What follows belongs to an exercise in optimizing a design on an open flow for small area; a production flow would make more cautious choices. Where RTL was checked, it was by simulation tests only, not by an equivalence proof against the original. Power is estimated from default activity; no workload was simulated.

==> flow/design.v <==
`timescale 1ns / 1ps
module apb_bit (
    input wire clk,
    input wire we,
    input wire web,
    input wire d,
    output reg q
);
    always @(posedge clk)
        q <= (q & web) | (d & we);
endmodule
module apb_aoi3 (
    input wire a0, input wire s0,
    input wire a1, input wire s1,
    input wire a2, input wire s2,
    output wire y
);
    assign y = ~((a0 & s0) | (a1 & s1) | (a2 & s2));
endmodule
module apb_nand2 (
    input wire a, input wire b,
    output wire y
);
    assign y = ~(a & b);
endmodule
module apb_and3 (
    input wire a, input wire b, input wire c,
    output wire y
);
    assign y = a & b & c;
endmodule
module apb_nand4 (
    input wire a, input wire b, input wire c, input wire d,
    output wire y
);
    assign y = ~(a & b & c & d);
endmodule
module apb_inv (
    input wire a,
    output wire y
);
    assign y = ~a;
endmodule
module apb_slave (
    input wire PCLK,
    input wire PRESETn,
    input wire PSEL,
    input wire PENABLE,
    input wire PWRITE,
    input wire [31:0] PADDR,
    input wire [31:0] PWDATA,
    output wire [31:0] PRDATA,
    output reg PREADY
);
    reg [3:0] raddr;
    wire [31:0] we;
    wire [31:0] web;
    wire [31:0] sel;
    wire [31:0] seln;
    wire [31:0] q [0:15];
    always @(posedge PCLK or negedge PRESETn) begin
        if (~PRESETn)
            PREADY <= 0;
        else
            PREADY <= 1;
    end
    always @(posedge PCLK)
        raddr <= PADDR[3:0];
    wire wr = PSEL & PENABLE & PWRITE;
    wire [3:0] wlo, whi, rlo, rhi;
    genvar i, w, b;
    generate
        for (i = 0; i < 4; i = i + 1) begin : pre
            assign wlo[i] = wr & (PADDR[1:0] == i);
            assign whi[i] = (PADDR[3:2] == i);
            assign rlo[i] = (raddr[1:0] == i);
            assign rhi[i] = (raddr[3:2] == i);
        end
        for (w = 0; w < 16; w = w + 1) begin : word
            for (i = 0; i < 2; i = i + 1) begin : half
                apb_nand2 wn (.a(whi[w / 4]), .b(wlo[w % 4]), .y(web[i*16 + w]));
                apb_inv   wi (.a(web[i*16 + w]), .y(we[i*16 + w]));
                apb_nand2 rn (.a(rhi[w / 4]), .b(rlo[w % 4]), .y(seln[i*16 + w]));
                apb_inv   ri (.a(seln[i*16 + w]), .y(sel[i*16 + w]));
            end
            for (b = 0; b < 32; b = b + 1) begin : bits
                apb_bit u (.clk(PCLK), .we(we[(b / 16)*16 + w]), .web(web[(b / 16)*16 + w]), .d(PWDATA[b]), .q(q[w][b]));
            end
        end
        for (b = 0; b < 32; b = b + 1) begin : rd
            wire [5:0] x;
            wire x012;
            apb_aoi3 g0 (.a0(q[0][b]),  .s0(sel[(b / 16)*16 + 0]),  .a1(q[1][b]),  .s1(sel[(b / 16)*16 + 1]),  .a2(q[2][b]),  .s2(sel[(b / 16)*16 + 2]),  .y(x[0]));
            apb_aoi3 g1 (.a0(q[3][b]),  .s0(sel[(b / 16)*16 + 3]),  .a1(q[4][b]),  .s1(sel[(b / 16)*16 + 4]),  .a2(q[5][b]),  .s2(sel[(b / 16)*16 + 5]),  .y(x[1]));
            apb_aoi3 g2 (.a0(q[6][b]),  .s0(sel[(b / 16)*16 + 6]),  .a1(q[7][b]),  .s1(sel[(b / 16)*16 + 7]),  .a2(q[8][b]),  .s2(sel[(b / 16)*16 + 8]),  .y(x[2]));
            apb_aoi3 g3 (.a0(q[9][b]),  .s0(sel[(b / 16)*16 + 9]),  .a1(q[10][b]), .s1(sel[(b / 16)*16 + 10]), .a2(q[11][b]), .s2(sel[(b / 16)*16 + 11]), .y(x[3]));
            apb_aoi3 g4 (.a0(q[12][b]), .s0(sel[(b / 16)*16 + 12]), .a1(q[13][b]), .s1(sel[(b / 16)*16 + 13]), .a2(q[14][b]), .s2(sel[(b / 16)*16 + 14]), .y(x[4]));
            apb_nand2 g5 (.a(q[15][b]), .b(sel[(b / 16)*16 + 15]), .y(x[5]));
            apb_and3  g6 (.a(x[0]), .b(x[1]), .c(x[2]), .y(x012));
            apb_nand4 g7 (.a(x012), .b(x[3]), .c(x[4]), .d(x[5]), .y(PRDATA[b]));
        end
    endgenerate
endmodule
Settings: LEC_CHECK=0, CAP_MARGIN=20, CORE_MARGIN=2, CORE_UTILIZATION=65, PLACE_DENSITY=0.75, SLEW_MARGIN=20, SYNTH_HIERARCHICAL=1, SYNTH_MINIMUM_KEEP_SIZE=0; clock period 5.0 ns.
standard.sh (not shown) runs the stock make flow with config.mk's settings and CLKGATE_MAP_FILE= SYNTH_SCRIPT=/design/flow/synth_recipe.tcl, a recipe that flattens the netlist after the stock synthesis.
==> flow/flow/run.sh <==
#!/bin/bash
# Own layout flow: the standard synthesis and layout, with
#  - port buffers of the smallest buffer cell (every port still gets one),
#  - clock tree of clkbuf_8 leaf clusters without dummy balancing loads.
# Each step's full output goes to a log of its own in this folder.
set -euo pipefail
bash standard.sh synth > synth.log 2>&1
CTS="-sink_clustering_enable -repair_clock_nets -dont_use_dummy_load -buf_list sky130_fd_sc_hd__clkbuf_8 -sink_clustering_size 20 -sink_clustering_max_diameter 50"
bash standard.sh \
  "BUFFER_PORTS_ARGS=-buffer_cell sky130_fd_sc_hd__buf_1" \
  "CTS_ARGS=$CTS" \
  finish > layout.log 2>&1
The first run went through all stages and came out clean.
==> next run, changes <==
==> flow/design.v (replaced) <==
`timescale 1ns / 1ps
module apb_bit (
    input wire clk,
    input wire we,
    input wire web,
    input wire d,
    output reg q
);
    always @(posedge clk)
        q <= (q & web) | (d & we);
endmodule
module apb_aoi3 (
    input wire a0, input wire s0,
    input wire a1, input wire s1,
    input wire a2, input wire s2,
    output wire y
);
    assign y = ~((a0 & s0) | (a1 & s1) | (a2 & s2));
endmodule
module apb_nand2 (
    input wire a, input wire b,
    output wire y
);
    assign y = ~(a & b);
endmodule
module apb_and3 (
    input wire a, input wire b, input wire c,
    output wire y
);
    assign y = a & b & c;
endmodule
module apb_nand4 (
    input wire a, input wire b, input wire c, input wire d,
    output wire y
);
    assign y = ~(a & b & c & d);
endmodule
module apb_inv (
    input wire a,
    output wire y
);
    assign y = ~a;
endmodule
module apb_slave (
    input wire PCLK,
    input wire PRESETn,
    input wire PSEL,
    input wire PENABLE,
    input wire PWRITE,
    input wire [31:0] PADDR,
    input wire [31:0] PWDATA,
    output wire [31:0] PRDATA,
    output reg PREADY
);
    reg [3:0] raddr;
    wire [15:0] we;
    wire [15:0] web;
    wire [15:0] sel;
    wire [15:0] seln;
    wire [31:0] q [0:15];
    always @(posedge PCLK or negedge PRESETn) begin
        if (~PRESETn)
            PREADY <= 0;
        else
            PREADY <= 1;
    end
    always @(posedge PCLK)
        raddr <= PADDR[3:0];
    wire wr = PSEL & PENABLE & PWRITE;
    wire [3:0] wlo, whi, rlo, rhi;
    genvar i, w, b;
    generate
        for (i = 0; i < 4; i = i + 1) begin : pre
            assign wlo[i] = wr & (PADDR[1:0] == i);
            assign whi[i] = (PADDR[3:2] == i);
            assign rlo[i] = (raddr[1:0] == i);
            assign rhi[i] = (raddr[3:2] == i);
        end
        for (w = 0; w < 16; w = w + 1) begin : word
            apb_nand2 wn (.a(whi[w / 4]), .b(wlo[w % 4]), .y(web[w]));
            apb_inv   wi (.a(web[w]), .y(we[w]));
            apb_nand2 rn (.a(rhi[w / 4]), .b(rlo[w % 4]), .y(seln[w]));
            apb_inv   ri (.a(seln[w]), .y(sel[w]));
            for (b = 0; b < 32; b = b + 1) begin : bits
                apb_bit u (.clk(PCLK), .we(we[w]), .web(web[w]), .d(PWDATA[b]), .q(q[w][b]));
            end
        end
        for (b = 0; b < 32; b = b + 1) begin : rd
            wire [5:0] x;
            wire x012;
            apb_aoi3 g0 (.a0(q[0][b]),  .s0(sel[0]),  .a1(q[1][b]),  .s1(sel[1]),  .a2(q[2][b]),  .s2(sel[2]),  .y(x[0]));
            apb_aoi3 g1 (.a0(q[3][b]),  .s0(sel[3]),  .a1(q[4][b]),  .s1(sel[4]),  .a2(q[5][b]),  .s2(sel[5]),  .y(x[1]));
            apb_aoi3 g2 (.a0(q[6][b]),  .s0(sel[6]),  .a1(q[7][b]),  .s1(sel[7]),  .a2(q[8][b]),  .s2(sel[8]),  .y(x[2]));
            apb_aoi3 g3 (.a0(q[9][b]),  .s0(sel[9]),  .a1(q[10][b]), .s1(sel[10]), .a2(q[11][b]), .s2(sel[11]), .y(x[3]));
            apb_aoi3 g4 (.a0(q[12][b]), .s0(sel[12]), .a1(q[13][b]), .s1(sel[13]), .a2(q[14][b]), .s2(sel[14]), .y(x[4]));
            apb_nand2 g5 (.a(q[15][b]), .b(sel[15]), .y(x[5]));
            apb_and3  g6 (.a(x[0]), .b(x[1]), .c(x[2]), .y(x012));
            apb_nand4 g7 (.a(x012), .b(x[3]), .c(x[4]), .d(x[5]), .y(PRDATA[b]));
        end
    endgenerate
endmodule
Sequential power stays flat; maximum frequency decreases by about 3.4%; hold slack is better by 0.037 ns; power is about the same; count of clock-buffer cells in the layout does not change; design area barely changes; final cell count decreases by about 2%.
Only the layout flow was run in the second run of this note; the RTL was not checked for function there.

what the ideal ports hide:
The results above use ideal ports. As a check the final layouts listed here were re-extracted and re-timed, cells and wires unchanged. Step 1: set_driving_cell puts a clkbuf_16 on PCLK and a buf_2 on each other input, an assumption about the parent block. Step 2 also shifts input and output timing later by t, the mid clock arrival at the registers, as if the neighbouring blocks saw the same clock. a / b / c = ideal / step 1 / step 2; a / b = the first two.
| run | t, ns | setup slack, ns | hold WS [ns] | latest minus earliest clock arrival (ns) | cell pins on the clock port's net |
|---|---|---|---|---|---|
| the first run | 0.617 | 0.964 / 0.918 / 1.368 | 0.169 / 0.148 / 0.486 | 0.047 / 0.047 | 1 |
| the second run | 0.615 | 0.823 / 0.776 / 1.391 | 0.205 / 0.182 / 0.490 | 0.057 / 0.057 | 1 |
After both steps every run listed still meets setup and hold.
